Source: an optimization exercise on an open RTL-to-GDS flow (aim: small area). Production flows keep margins and buffers that such runs may drop. Only simulation tests tie the RTL to the original design; equivalence was not proved. No activity file was given, so power comes from the tool's default toggle rates.

==> job 1582: inputs <==
==> flow/design.v <==
module missile_predictor_fpga(
    input clk50mhz,
    input rst,
    input uart_rx,
    output reg servo_pwm_out_x,
    output reg servo_pwm_out_y,
    output uart_tx
);
    reg [10:0] rx_sh;
    reg        rx_dv;
    wire       rx_idle = rx_sh[0];
    reg [2:0]  rx_c8;
    reg [1:0]  rx_c3;
    reg [2:0]  rx_c7;
    reg [4:0]  rx_c31;
    wire       rx_tick = (&rx_c8) & rx_c3[1] & ~|rx_c7[2:1] & ~|rx_c31[4:1];
    wire       rx_start = rx_idle & ~uart_rx;
    always @(posedge clk50mhz) begin
        if (rx_start) begin
            rx_c8 <= 3'd3;
            rx_c3 <= 2'b10;
            rx_c7 <= 3'b001;
            rx_c31 <= 5'b00001;
        end else begin
            rx_c8 <= rx_c8 + 3'd1;
            rx_c3 <= {rx_c3[0], ~|rx_c3};
            rx_c7 <= {rx_c7[1:0], rx_c7[2] ^ rx_c7[1]};
            rx_c31 <= {rx_c31[3:0], rx_c31[4] ^ rx_c31[2]};
        end
    end
    always @(posedge clk50mhz) begin
        if (rst) begin
            rx_sh[0] <= 1'b1;
            rx_dv <= 1'b0;
        end else begin
            rx_dv <= 1'b0;
            if (rx_idle) begin
                if (!uart_rx)
                    rx_sh <= 11'b100_0000_0000;
            end else if (rx_tick) begin
                rx_sh <= {uart_rx, rx_sh[10:1]};
                rx_dv <= rx_sh[1];
            end
        end
    end
    wire [7:0] rx_byte = rx_sh[8:1];
    reg        byte_state;
    reg [7:0]  ux, uy, lx, ly, hx, hy, xpos, ypos;
    reg [4:0]  cnt;
    wire       window = ~cnt[0] & cnt[1] & ~cnt[2];
    wire       cnt14 = ~cnt[0] & ~cnt[3] & ~cnt[4];
    wire       differs = (ux != lx) || (uy != ly);
    wire [8:0] dx = {1'b0, lx} - {1'b0, hx};
    wire [8:0] dy = {1'b0, ly} - {1'b0, hy};
    wire [8:0] px = {1'b0, lx} + {dx[8], dx[8:2], 1'b0};
    wire [8:0] py = {1'b0, ly} + {dy[8], dy[8:2], 1'b0};
    wire [7:0] fx = px[8] ? 8'd0 : px[7:0];
    wire [7:0] fy = py[8] ? 8'd0 : py[7:0];
    wire [7:0] fvx = dx[8] ? 8'd0 : {2'b00, dx[7:2]};
    wire [7:0] fvy = dy[8] ? 8'd0 : {2'b00, dy[7:2]};
    always @(posedge clk50mhz) begin
        if (rst) begin
            byte_state <= 1'b0;
            uy <= 8'd128;
            lx <= 8'd128;
            ly <= 8'd128;
            xpos <= 8'd128;
            ypos <= 8'd128;
            cnt <= 5'b00101;
        end else if (rx_dv) begin
            byte_state <= ~byte_state;
            if (!byte_state) begin
                ux <= rx_byte;
            end else begin
                uy <= rx_byte;
                if (differs) begin
                    lx <= ux;
                    ly <= uy;
                    if (cnt14) begin
                        hx <= ux;
                        hy <= uy;
                    end
                    if (!window)
                        cnt <= {cnt[3:0], cnt[4] ^ cnt[2]};
                end
                if (window) begin
                    xpos <= fx;
                    ypos <= fy;
                    cnt <= 5'b00101;
                end
            end
        end
    end
    reg [8:0]  pr;
    reg [7:0]  pq;
    reg [3:0]  pu;
    wire       pr_wrap = (pr[5:0] == 6'b000100);               
    wire       pr_95 = pr[8] & pr[7] & ~pr[6] & ~pr[5] & pr[3] & ~pr[2];
    wire       pu_pre = (pu[3:1] == 3'b000);
    wire       pu_mid = ~pu[3] & ~pu[2] & ~pu[0];
    wire       pu_last = pu[3] & ~pu[1] & ~pu[0];
    wire       p_end = pu_last & (pq == 8'd244) & pr_95;
    wire       lt_x = pu_pre | (pu_mid & (pq < xpos));
    wire       lt_y = pu_pre | (pu_mid & (pq < ypos));
    always @(posedge clk50mhz) begin
        if (rst || p_end) begin
            pr <= 9'b110101110;                                 
            pq <= 8'd170;
            pu <= 4'b0001;
        end else if (pr_wrap) begin
            pr <= 9'b001010101;                                 
            pq <= pq + 8'd1;
            if (&pq)
                pu <= {pu[2:0], pu[3] ^ pu[2]};
        end else begin
            pr <= {pr[7:0], pr[8] ^ pr[4]};
        end
    end
    always @(posedge clk50mhz) begin
        if (rst) begin
            servo_pwm_out_x <= 1'b0;
            servo_pwm_out_y <= 1'b0;
        end else begin
            servo_pwm_out_x <= window & lt_x;
            servo_pwm_out_y <= window & lt_y;
        end
    end
    reg [2:0]  tx_state;
    reg [11:0] tx_sh;
    wire       tx_busy = |tx_sh[11:1];
    reg [7:0]  tx_byte;
    reg [2:0]  tx_c8;
    reg [1:0]  tx_c3;
    reg [2:0]  tx_c7;
    reg [4:0]  tx_c31;
    wire       tx_tick = (&tx_c8) & tx_c3[1] & ~|tx_c7[2:1] & ~|tx_c31[4:1];
    wire       tx_load = ~tx_busy & window & ~tx_state[2];
    always @(posedge clk50mhz) begin
        if (tx_load) begin
            tx_c8 <= 3'd7;
            tx_c3 <= 2'b10;
            tx_c7 <= 3'b001;
            tx_c31 <= 5'b00001;
        end else begin
            tx_c8 <= tx_c8 + 3'd1;
            tx_c3 <= {tx_c3[0], ~|tx_c3};
            tx_c7 <= {tx_c7[1:0], tx_c7[2] ^ tx_c7[1]};
            tx_c31 <= {tx_c31[3:0], tx_c31[4] ^ tx_c31[2]};
        end
    end
    always @(*) begin
        case (tx_state[1:0])
            2'd0: tx_byte = fy;
            2'd1: tx_byte = fx;
            2'd2: tx_byte = fvy;
            default: tx_byte = fvx;
        endcase
    end
    assign uart_tx = tx_sh[0];
    always @(posedge clk50mhz) begin
        if (rst) begin
            tx_state <= 3'd0;
            tx_sh <= 12'd1;
        end else if (tx_busy) begin
            if (tx_tick)
                tx_sh <= {1'b0, tx_sh[11:1]};
        end else if (window) begin
            if (tx_state[2]) begin
                tx_state <= 3'd0;
            end else begin
                tx_sh <= {1'b1, tx_byte, 1'b0, 1'b1, 1'b1};
                tx_state <= tx_state + 3'd1;
            end
        end
    end
endmodule
==> flow/flow/run.sh <==
#!/bin/bash
# The standard layout (the standard.sh: standard synthesis, floorplan,
# placement, CTS, routing, finish), with one change to clock tree synthesis:
# no dummy loads, and small leaf buffers (clkbuf_4) under a clkbuf_8 root.
set -euo pipefail
export CTS_ARGS="-sink_clustering_enable -repair_clock_nets -dont_use_dummy_load -root_buf sky130_fd_sc_hd__clkbuf_8 -buf_list sky130_fd_sc_hd__clkbuf_4"
bash standard.sh > standard_flow.log 2>&1
==> flow/standard.sh <==
#!/bin/bash
# synth_recipe.tcl (not shown) runs the flow's synth.tcl, then flattens the netlist and writes it again
# the make line also repeats each setting of config.mk as NAME=value (left out here)
make -C /OpenROAD-flow-scripts/flow DESIGN_CONFIG=/design/flow/config.mk WORK_HOME=/design/flow/orfs CLKGATE_MAP_FILE= SYNTH_SCRIPT=/design/flow/synth_recipe.tcl "${@:-finish}"
==> flow/config.mk <==
export PLATFORM = sky130hd
export DESIGN_NAME = missile_predictor_fpga
export DESIGN_NICKNAME = missile_predictor_fpga
export VERILOG_FILES = /design/flow/design.v
export SDC_FILE = /design/flow/constraint.sdc
export NUM_CORES = 4
export LEC_CHECK = 0
export CAP_MARGIN = 20
export CORE_MARGIN = 2
export CORE_UTILIZATION = 40
export SLEW_MARGIN = 20
==> flow/constraint.sdc <==
create_clock -name core_clock -period 20.0 [get_ports {clk50mhz}]
set_input_delay 4.0000 -clock core_clock [delete_from_list [all_inputs] [get_ports {clk50mhz}]]
set_output_delay 4.0000 -clock core_clock [all_outputs]
set_load 0.01 [all_outputs]
==> job 7119: changes against job 1582 <==
==> flow/run.sh (new file) <==
#!/bin/bash
# synth_recipe.tcl (not shown) runs the flow's synth.tcl, then flattens the netlist and writes it again
# the make line also repeats each setting of config.mk as NAME=value (left out here)
make -C /OpenROAD-flow-scripts/flow DESIGN_CONFIG=/design/flow/config.mk WORK_HOME=/design/flow/orfs CLKGATE_MAP_FILE= SYNTH_SCRIPT=/design/flow/synth_recipe.tcl finish
removed: flow/flow/run.sh
removed: flow/standard.sh
==> job 3294: changes against job 1582 <==
==> flow/design.v, changed modules only <==
module missile_predictor_fpga(
    input clk50mhz,
    input rst,
    input uart_rx,
    output servo_pwm_out_x,
    output servo_pwm_out_y,
    output uart_tx
);
    reg [10:0] rx_sh;
    reg        rx_dv;
    wire       rx_idle = rx_sh[0];
    reg [2:0]  rx_c8;
    reg [1:0]  rx_c3;
    reg [2:0]  rx_c7;
    reg [4:0]  rx_c31;
    wire       rx_tick = (&rx_c8) & rx_c3[1] & ~|rx_c7[2:1] & ~|rx_c31[4:1];
    wire       rx_start = rx_idle & ~uart_rx;
    always @(posedge clk50mhz) begin
        if (rx_start) begin
            rx_c8 <= 3'd3;
            rx_c3 <= 2'b10;
            rx_c7 <= 3'b001;
            rx_c31 <= 5'b00001;
        end else begin
            rx_c8 <= rx_c8 + 3'd1;
            rx_c3 <= {rx_c3[0], ~|rx_c3};
            rx_c7 <= {rx_c7[1:0], rx_c7[2] ^ rx_c7[1]};
            rx_c31 <= {rx_c31[3:0], rx_c31[4] ^ rx_c31[2]};
        end
    end
    always @(posedge clk50mhz) begin
        if (rst) begin
            rx_sh[0] <= 1'b1;
            rx_dv <= 1'b0;
        end else begin
            rx_dv <= 1'b0;
            if (rx_idle) begin
                if (!uart_rx)
                    rx_sh <= 11'b100_0000_0000;
            end else if (rx_tick) begin
                rx_sh <= {uart_rx, rx_sh[10:1]};
                rx_dv <= rx_sh[1];
            end
        end
    end
    wire [7:0] rx_byte = rx_sh[8:1];
    reg        byte_state;
    reg [7:0]  ux, uy, lx, ly, hx, hy, xpos, ypos;
    reg [4:0]  cnt;
    wire       window = ~cnt[0] & cnt[1] & ~cnt[2];
    wire       cnt14 = ~cnt[0] & ~cnt[3] & ~cnt[4];
    wire       differs = (ux != lx) || (uy != ly);
    wire [8:0] bx, by;                   
    wire [7:0] dx, dy;                   
    wire [7:0] cx, cy;                   
    wire [7:0] sx, sy;                   
    assign bx[0] = 1'b0;
    assign by[0] = 1'b0;
    assign cx[0] = 1'b0;
    assign cy[0] = 1'b0;
    genvar gi;
    generate
        for (gi = 0; gi < 8; gi = gi + 1) begin : g_sub
            assign dx[gi] = lx[gi] ^ hx[gi] ^ bx[gi];
            assign bx[gi+1] = (~lx[gi] & hx[gi]) | (~lx[gi] & bx[gi]) | (hx[gi] & bx[gi]);
            assign dy[gi] = ly[gi] ^ hy[gi] ^ by[gi];
            assign by[gi+1] = (~ly[gi] & hy[gi]) | (~ly[gi] & by[gi]) | (hy[gi] & by[gi]);
        end
    endgenerate
    wire [6:0] vx = {bx[8], dx[7:2]};
    wire [6:0] vy = {by[8], dy[7:2]};
    generate
        for (gi = 0; gi < 7; gi = gi + 1) begin : g_add
            assign sx[gi] = lx[gi+1] ^ vx[gi] ^ cx[gi];
            assign sy[gi] = ly[gi+1] ^ vy[gi] ^ cy[gi];
            assign cx[gi+1] = (lx[gi+1] & vx[gi]) | (lx[gi+1] & cx[gi]) | (vx[gi] & cx[gi]);
            assign cy[gi+1] = (ly[gi+1] & vy[gi]) | (ly[gi+1] & cy[gi]) | (vy[gi] & cy[gi]);
        end
    endgenerate
    assign sx[7] = vx[6] ^ cx[7];
    assign sy[7] = vy[6] ^ cy[7];
    wire [7:0] fx = sx[7] ? 8'd0 : {sx[6:0], lx[0]};
    wire [7:0] fy = sy[7] ? 8'd0 : {sy[6:0], ly[0]};
    wire [7:0] fvx = vx[6] ? 8'd0 : {2'b00, vx[5:0]};
    wire [7:0] fvy = vy[6] ? 8'd0 : {2'b00, vy[5:0]};
    always @(posedge clk50mhz) begin
        if (rst) begin
            byte_state <= 1'b0;
            uy <= 8'd128;
            lx <= 8'd128;
            ly <= 8'd128;
            xpos <= 8'd128;
            ypos <= 8'd128;
            cnt <= 5'b00101;
        end else if (rx_dv) begin
            byte_state <= ~byte_state;
            if (!byte_state) begin
                ux <= rx_byte;
            end else begin
                uy <= rx_byte;
                if (differs) begin
                    lx <= ux;
                    ly <= uy;
                    if (cnt14) begin
                        hx <= ux;
                        hy <= uy;
                    end
                    if (!window)
                        cnt <= {cnt[3:0], cnt[4] ^ cnt[2]};
                end
                if (window) begin
                    xpos <= fx;
                    ypos <= fy;
                    cnt <= 5'b00101;
                end
            end
        end
    end
    reg [8:0]  pr;
    reg [7:0]  pq;
    reg [3:0]  pu;
    reg        lt_x, lt_y, win_d;
    wire       pr_wrap = (pr[5:0] == 6'b000100);               
    wire       pr_95 = pr[8] & pr[7] & ~pr[6] & ~pr[5] & pr[3] & ~pr[2];
    wire       pu_pre = (pu[3:1] == 3'b000);
    wire       pu_last = pu[3] & ~pu[1] & ~pu[0];
    wire       p_end = pu_last & (&pq[7:4]) & pq[2] & pr_95;   
    always @(posedge clk50mhz) begin
        if (rst || p_end) begin
            pr <= 9'b110101110;                                 
            pq <= 8'd170;
            pu <= 4'b0001;
        end else if (pr_wrap) begin
            pr <= 9'b001010101;                                 
            pq <= pq + 8'd1;
            if (&pq)
                pu <= {pu[2:0], pu[3] ^ pu[2]};
        end else begin
            pr <= {pr[7:0], pr[8] ^ pr[4]};
        end
    end
    always @(posedge clk50mhz) begin
        lt_x <= pu_pre | (lt_x & ~(pq == xpos));
        lt_y <= pu_pre | (lt_y & ~(pq == ypos));
        win_d <= ~rst & window;
    end
    assign servo_pwm_out_x = win_d & lt_x;
    assign servo_pwm_out_y = win_d & lt_y;
    reg [2:0]  tx_state;
    reg [10:0] tx_sh;
    wire       tx_busy = |tx_sh[10:1];
    reg [7:0]  tx_byte;
    reg [2:0]  tx_c8;
    reg [1:0]  tx_c3;
    reg [2:0]  tx_c7;
    reg [4:0]  tx_c31;
    wire       tx_tick = (&tx_c8) & ~tx_c3[1] & tx_c3[0] & ~|tx_c7[2:1] & ~|tx_c31[4:1];
    wire       tx_load = ~tx_busy & window & ~tx_state[2];
    always @(posedge clk50mhz) begin
        if (tx_load) begin
            tx_c8 <= 3'd7;
            tx_c3 <= 2'b11;
            tx_c7 <= 3'b001;
            tx_c31 <= 5'b00001;
        end else begin
            tx_c8 <= tx_c8 + 3'd1;
            tx_c3 <= {tx_c3[0], ~|tx_c3};
            tx_c7 <= {tx_c7[1:0], tx_c7[2] ^ tx_c7[1]};
            tx_c31 <= {tx_c31[3:0], tx_c31[4] ^ tx_c31[2]};
        end
    end
    always @(*) begin
        case (tx_state[1:0])
            2'd0: tx_byte = fy;
            2'd1: tx_byte = fx;
            2'd2: tx_byte = fvy;
            default: tx_byte = fvx;
        endcase
    end
    assign uart_tx = tx_sh[0];
    always @(posedge clk50mhz) begin
        if (rst) begin
            tx_state <= 3'd0;
            tx_sh <= 11'd1;
        end else if (tx_busy) begin
            if (tx_tick)
                tx_sh <= {1'b0, tx_sh[10:1]};
        end else if (window) begin
            if (tx_state[2]) begin
                tx_state <= 3'd0;
            end else begin
                tx_sh <= {1'b1, tx_byte, 1'b0, 1'b1};
                tx_state <= tx_state + 3'd1;
            end
        end
    end
endmodule
==> flow/flow/run.sh (replaced) <==
#!/bin/bash
# The standard layout (standard.sh) with two changes:
#  - synthesis: flow/synth.tcl, the standard synthesis with an area-oriented
#    ABC mapping script (flow/area.abc);
#  - clock tree synthesis: no dummy loads, clkbuf_8 buffers throughout.
set -euo pipefail
here=$(pwd)
export CTS_ARGS="-sink_clustering_enable -repair_clock_nets -dont_use_dummy_load -root_buf sky130_fd_sc_hd__clkbuf_8 -buf_list sky130_fd_sc_hd__clkbuf_8"
bash standard.sh SYNTH_SCRIPT="$here/flow/synth.tcl" finish > standard_flow.log 2>&1
==> flow/flow/area.abc (new file) <==
&get -n
&st
&dch
&nf -a
&put
==> flow/flow/synth.tcl (new file) <==
# The standard synthesis script (synth_recipe.tcl), with one change: ABC
# maps the logic with an area-oriented script (flow/area.abc) in place of
# ORFS's delay-oriented one. Everything before ABC, the flip-flop mapping
# included, is unchanged, so the registers are the standard synthesis's.
set area_abc [file join [file dirname [file normalize [info script]]] area.abc]
proc synth {args} { yosys synth -nofsm -noshare {*}$args }
proc abc {args} {
  set i [lsearch -exact $args -script]
  if {$i >= 0} { set args [lreplace $args [expr {$i + 1}] [expr {$i + 1}] $::area_abc] }
  yosys abc {*}$args
}
source $::env(SCRIPTS_DIR)/synth.tcl
# left out here: clear keep_hierarchy, flatten, clean up, hide names made inside functions, write 1_2_yosys.v
==> job 5512: changes against job 1582 <==
==> flow/design.v, changed modules only <==
module missile_predictor_fpga(
    input clk50mhz,
    input rst,
    input uart_rx,
    output reg servo_pwm_out_x,
    output reg servo_pwm_out_y,
    output uart_tx
);
    reg [10:0] rx_sh;
    reg        rx_dv;
    wire       rx_idle = rx_sh[0];
    reg [2:0]  rx_c8;
    reg [1:0]  rx_c3;
    reg [2:0]  rx_c7;
    reg [4:0]  rx_c31;
    wire       rx_tick = (&rx_c8) & rx_c3[1] & ~|rx_c7[2:1] & ~|rx_c31[4:1];
    wire       rx_start = rx_idle & ~uart_rx;
    always @(posedge clk50mhz) begin
        if (rx_start) begin
            rx_c8 <= 3'd3;
            rx_c3 <= 2'b10;
            rx_c7 <= 3'b001;
            rx_c31 <= 5'b00001;
        end else begin
            rx_c8 <= rx_c8 + 3'd1;
            rx_c3 <= {rx_c3[0], ~|rx_c3};
            rx_c7 <= {rx_c7[1:0], rx_c7[2] ^ rx_c7[1]};
            rx_c31 <= {rx_c31[3:0], rx_c31[4] ^ rx_c31[2]};
        end
    end
    always @(posedge clk50mhz) begin
        if (rst) begin
            rx_sh[0] <= 1'b1;
            rx_dv <= 1'b0;
        end else begin
            rx_dv <= 1'b0;
            if (rx_idle) begin
                if (!uart_rx)
                    rx_sh <= 11'b100_0000_0000;
            end else if (rx_tick) begin
                rx_sh <= {uart_rx, rx_sh[10:1]};
                rx_dv <= rx_sh[1];
            end
        end
    end
    wire [7:0] rx_byte = rx_sh[8:1];
    reg        byte_state;
    reg [7:0]  ux, uy, lx, ly, hx, hy, xpos, ypos;
    reg [4:0]  cnt;
    wire       window = ~cnt[0] & cnt[1] & ~cnt[2];
    wire       cnt14 = ~cnt[0] & ~cnt[3] & ~cnt[4];
    wire       differs = (ux != lx) || (uy != ly);
    wire [8:0] bx, by;                   
    wire [7:0] dx, dy;                   
    wire [7:0] cx, cy;                   
    wire [7:0] sx, sy;                   
    assign bx[0] = 1'b0;
    assign by[0] = 1'b0;
    assign cx[0] = 1'b0;
    assign cy[0] = 1'b0;
    genvar gi;
    generate
        for (gi = 0; gi < 8; gi = gi + 1) begin : g_sub
            assign dx[gi] = lx[gi] ^ hx[gi] ^ bx[gi];
            assign bx[gi+1] = (~lx[gi] & hx[gi]) | (~lx[gi] & bx[gi]) | (hx[gi] & bx[gi]);
            assign dy[gi] = ly[gi] ^ hy[gi] ^ by[gi];
            assign by[gi+1] = (~ly[gi] & hy[gi]) | (~ly[gi] & by[gi]) | (hy[gi] & by[gi]);
        end
    endgenerate
    wire [6:0] vx = {bx[8], dx[7:2]};
    wire [6:0] vy = {by[8], dy[7:2]};
    generate
        for (gi = 0; gi < 7; gi = gi + 1) begin : g_add
            assign sx[gi] = lx[gi+1] ^ vx[gi] ^ cx[gi];
            assign sy[gi] = ly[gi+1] ^ vy[gi] ^ cy[gi];
            assign cx[gi+1] = (lx[gi+1] & vx[gi]) | (lx[gi+1] & cx[gi]) | (vx[gi] & cx[gi]);
            assign cy[gi+1] = (ly[gi+1] & vy[gi]) | (ly[gi+1] & cy[gi]) | (vy[gi] & cy[gi]);
        end
    endgenerate
    assign sx[7] = vx[6] ^ cx[7];
    assign sy[7] = vy[6] ^ cy[7];
    wire [7:0] fx = sx[7] ? 8'd0 : {sx[6:0], lx[0]};
    wire [7:0] fy = sy[7] ? 8'd0 : {sy[6:0], ly[0]};
    wire [7:0] fvx = vx[6] ? 8'd0 : {2'b00, vx[5:0]};
    wire [7:0] fvy = vy[6] ? 8'd0 : {2'b00, vy[5:0]};
    always @(posedge clk50mhz) begin
        if (rst) begin
            byte_state <= 1'b0;
            uy <= 8'd128;
            lx <= 8'd128;
            ly <= 8'd128;
            xpos <= 8'd128;
            ypos <= 8'd128;
            cnt <= 5'b00101;
        end else if (rx_dv) begin
            byte_state <= ~byte_state;
            if (!byte_state) begin
                ux <= rx_byte;
            end else begin
                uy <= rx_byte;
                if (differs) begin
                    lx <= ux;
                    ly <= uy;
                    if (cnt14) begin
                        hx <= ux;
                        hy <= uy;
                    end
                    if (!window)
                        cnt <= {cnt[3:0], cnt[4] ^ cnt[2]};
                end
                if (window) begin
                    xpos <= fx;
                    ypos <= fy;
                    cnt <= 5'b00101;
                end
            end
        end
    end
    reg [8:0]  pr;
    reg [7:0]  pq;
    reg [3:0]  pu;
    reg        lt_x, lt_y;
    wire       pr_wrap = (pr[5:0] == 6'b000100);               
    wire       pr_96 = ~pr[7] & ~pr[6] & (pr[3:0] == 4'b0000);
    wire       pu_pre = (pu[3:1] == 3'b000);
    wire       pu_mid = ~pu[3] & ~pu[2] & ~pu[0];
    wire       pu_last = pu[3] & ~pu[1] & ~pu[0];
    wire       p_end = pu_last & (pq == 8'd244) & pr_96;       
    always @(posedge clk50mhz) begin
        if (rst || p_end) begin
            pr <= 9'b101011101;                                 
            pq <= 8'd170;
            pu <= 4'b0001;
        end else if (pr_wrap) begin
            pr <= 9'b001010101;                                 
            pq <= pq + 8'd1;
            if (&pq)
                pu <= {pu[2:0], pu[3] ^ pu[2]};
        end else begin
            pr <= {pr[7:0], pr[8] ^ pr[4]};
        end
    end
    always @(posedge clk50mhz) begin
        lt_x <= pu_pre | p_end | (lt_x & ~(pu_mid & (pq == xpos)));
        lt_y <= pu_pre | p_end | (lt_y & ~(pu_mid & (pq == ypos)));
    end
    always @(posedge clk50mhz) begin
        if (rst) begin
            servo_pwm_out_x <= 1'b0;
            servo_pwm_out_y <= 1'b0;
        end else begin
            servo_pwm_out_x <= window & lt_x;
            servo_pwm_out_y <= window & lt_y;
        end
    end
    reg [2:0]  tx_state;
    reg [11:0] tx_sh;
    wire       tx_busy = |tx_sh[11:1];
    reg [7:0]  tx_byte;
    reg [2:0]  tx_c8;
    reg [1:0]  tx_c3;
    reg [2:0]  tx_c7;
    reg [4:0]  tx_c31;
    wire       tx_tick = (&tx_c8) & tx_c3[1] & ~|tx_c7[2:1] & ~|tx_c31[4:1];
    wire       tx_load = ~tx_busy & window & ~tx_state[2];
    always @(posedge clk50mhz) begin
        if (tx_load) begin
            tx_c8 <= 3'd7;
            tx_c3 <= 2'b10;
            tx_c7 <= 3'b001;
            tx_c31 <= 5'b00001;
        end else begin
            tx_c8 <= tx_c8 + 3'd1;
            tx_c3 <= {tx_c3[0], ~|tx_c3};
            tx_c7 <= {tx_c7[1:0], tx_c7[2] ^ tx_c7[1]};
            tx_c31 <= {tx_c31[3:0], tx_c31[4] ^ tx_c31[2]};
        end
    end
    always @(*) begin
        case (tx_state[1:0])
            2'd0: tx_byte = fy;
            2'd1: tx_byte = fx;
            2'd2: tx_byte = fvy;
            default: tx_byte = fvx;
        endcase
    end
    assign uart_tx = tx_sh[0];
    always @(posedge clk50mhz) begin
        if (rst) begin
            tx_state <= 3'd0;
            tx_sh <= 12'd1;
        end else if (tx_busy) begin
            if (tx_tick)
                tx_sh <= {1'b0, tx_sh[11:1]};
        end else if (window) begin
            if (tx_state[2]) begin
                tx_state <= 3'd0;
            end else begin
                tx_sh <= {1'b1, tx_byte, 1'b0, 1'b1, 1'b1};
                tx_state <= tx_state + 3'd1;
            end
        end
    end
endmodule
==> flow/flow/run.sh (replaced) <==
#!/bin/bash
# The standard layout (the standard.sh: standard synthesis, floorplan,
# placement, CTS, routing, finish), with one change to clock tree synthesis:
# no dummy loads, and clkbuf_8 buffers throughout the tree.
set -euo pipefail
export CTS_ARGS="-sink_clustering_enable -repair_clock_nets -dont_use_dummy_load -root_buf sky130_fd_sc_hd__clkbuf_8 -buf_list sky130_fd_sc_hd__clkbuf_8"
bash standard.sh > standard_flow.log 2>&1
==> run summary <==
The highest wire length belongs to job 7119, the lowest to job 3294. Sequential share of layout area: job 3294 > job 5512 > job 1582 > job 7119. Clock power: job 7119 > job 5512 > job 3294 > job 1582. Against job 3294, the die area of job 1582 is higher by 16%. Of job 1582 and job 5512, job 1582 has the higher area after synthesis (gap about 8%, measured against job 5512). Hold slack, highest first: job 5512, job 7119, job 3294, job 1582.
==> figures <==
Fraction of area in clock buffers and inverters: job 3294 0.0348; job 1582 0.0177; job 5512 0.0328; job 7119 0.0789
Cell repeated most along the worst path: job 3294 -; job 1582 buf_4; job 5512 fa_1; job 7119 buf_4
Met2 track demand over resource in global routing: job 3294 0.243; job 1582 0.279; job 5512 0.269; job 7119 0.282
Clock transition time at the flip-flop clock pins of the worst setup and hold paths: job 3294 0.07 ns; job 1582 0.11 ns; job 5512 0.06 ns; job 7119 0.06 ns
Worst hold margin: job 3294 0.386 ns; job 1582 0.386 ns; job 5512 0.391 ns; job 7119 0.387 ns
Achievable Freq: job 3294 0.161 GHz; job 1582 0.168 GHz; job 5512 0.168 GHz; job 7119 0.168 GHz
Area share of xor/xnor cells in the synthesized design: job 3294 0.0611; job 1582 0.0607; job 5512 0.0592; job 7119 0.0607
Static leakage: job 3294 2.46 nW; job 1582 2.80 nW; job 5512 2.55 nW; job 7119 3.02 nW
#MultiIn Comb: job 3294 400; job 1582 530; job 5512 446; job 7119 530
Status: job 3294 timing/DRC/antenna clean; job 1582 timing/DRC/antenna clean; job 5512 timing/DRC/antenna clean; job 7119 timing/DRC/antenna clean
Count of filler cells inserted in the layout: job 3294 1,426; job 1582 1,723; job 5512 1,581; job 7119 1,665
Global-route wire length before repair: job 3294 20.0 mm; job 1582 25.0 mm; job 5512 21.3 mm; job 7119 25.2 mm
Site row count: job 3294 45; job 1582 49; job 5512 47; job 7119 49
Required arrival time at the worst endpoint: job 3294 20.09 ns; job 1582 20.12 ns; job 5512 20.34 ns; job 7119 20.13 ns

[re-timing with driven ports]
In the flow no input, the clock included, has a driving cell. The finished layouts below were timed again as built, in two steps.
Step 1 sets driving cells, clkbuf_16 on the clock port and buf_2 on the other inputs (assumed; they add their load-dependent delay and slew).
Step 2 times the ports against the registers' clock, not the clock port: input delays grow and output delays shrink by t, the midpoint of the rising clock arrivals with the driver on.
a / b / c = ideal ports / drivers / drivers and shift; a / b = the first two.
run	shift t [ns]	setup slack, ns	worst setup path at the end	latest minus earliest clock arrival (ns)	slew at the worst register clock pin (ns)
job 1582	0.449	14.044 / 14.063 / 13.614	input to register	0.036 / 0.036	0.12 / 0.12
job 7119	0.459	14.036 / 14.059 / 13.600	input to register	0.006 / 0.006	0.06 / 0.06
job 3294	0.467	13.787 / 13.802 / 13.335	input to register	0.024 / 0.024	0.08 / 0.08
job 5512	0.469	14.064 / 14.064 / 13.942	input to register	0.028 / 0.027	0.08 / 0.08
After both steps every run listed still meets setup and hold. For job 3294, which loses most, drivers alone change the setup slack by +0.015 ns; drivers and shift together by -0.452 ns.
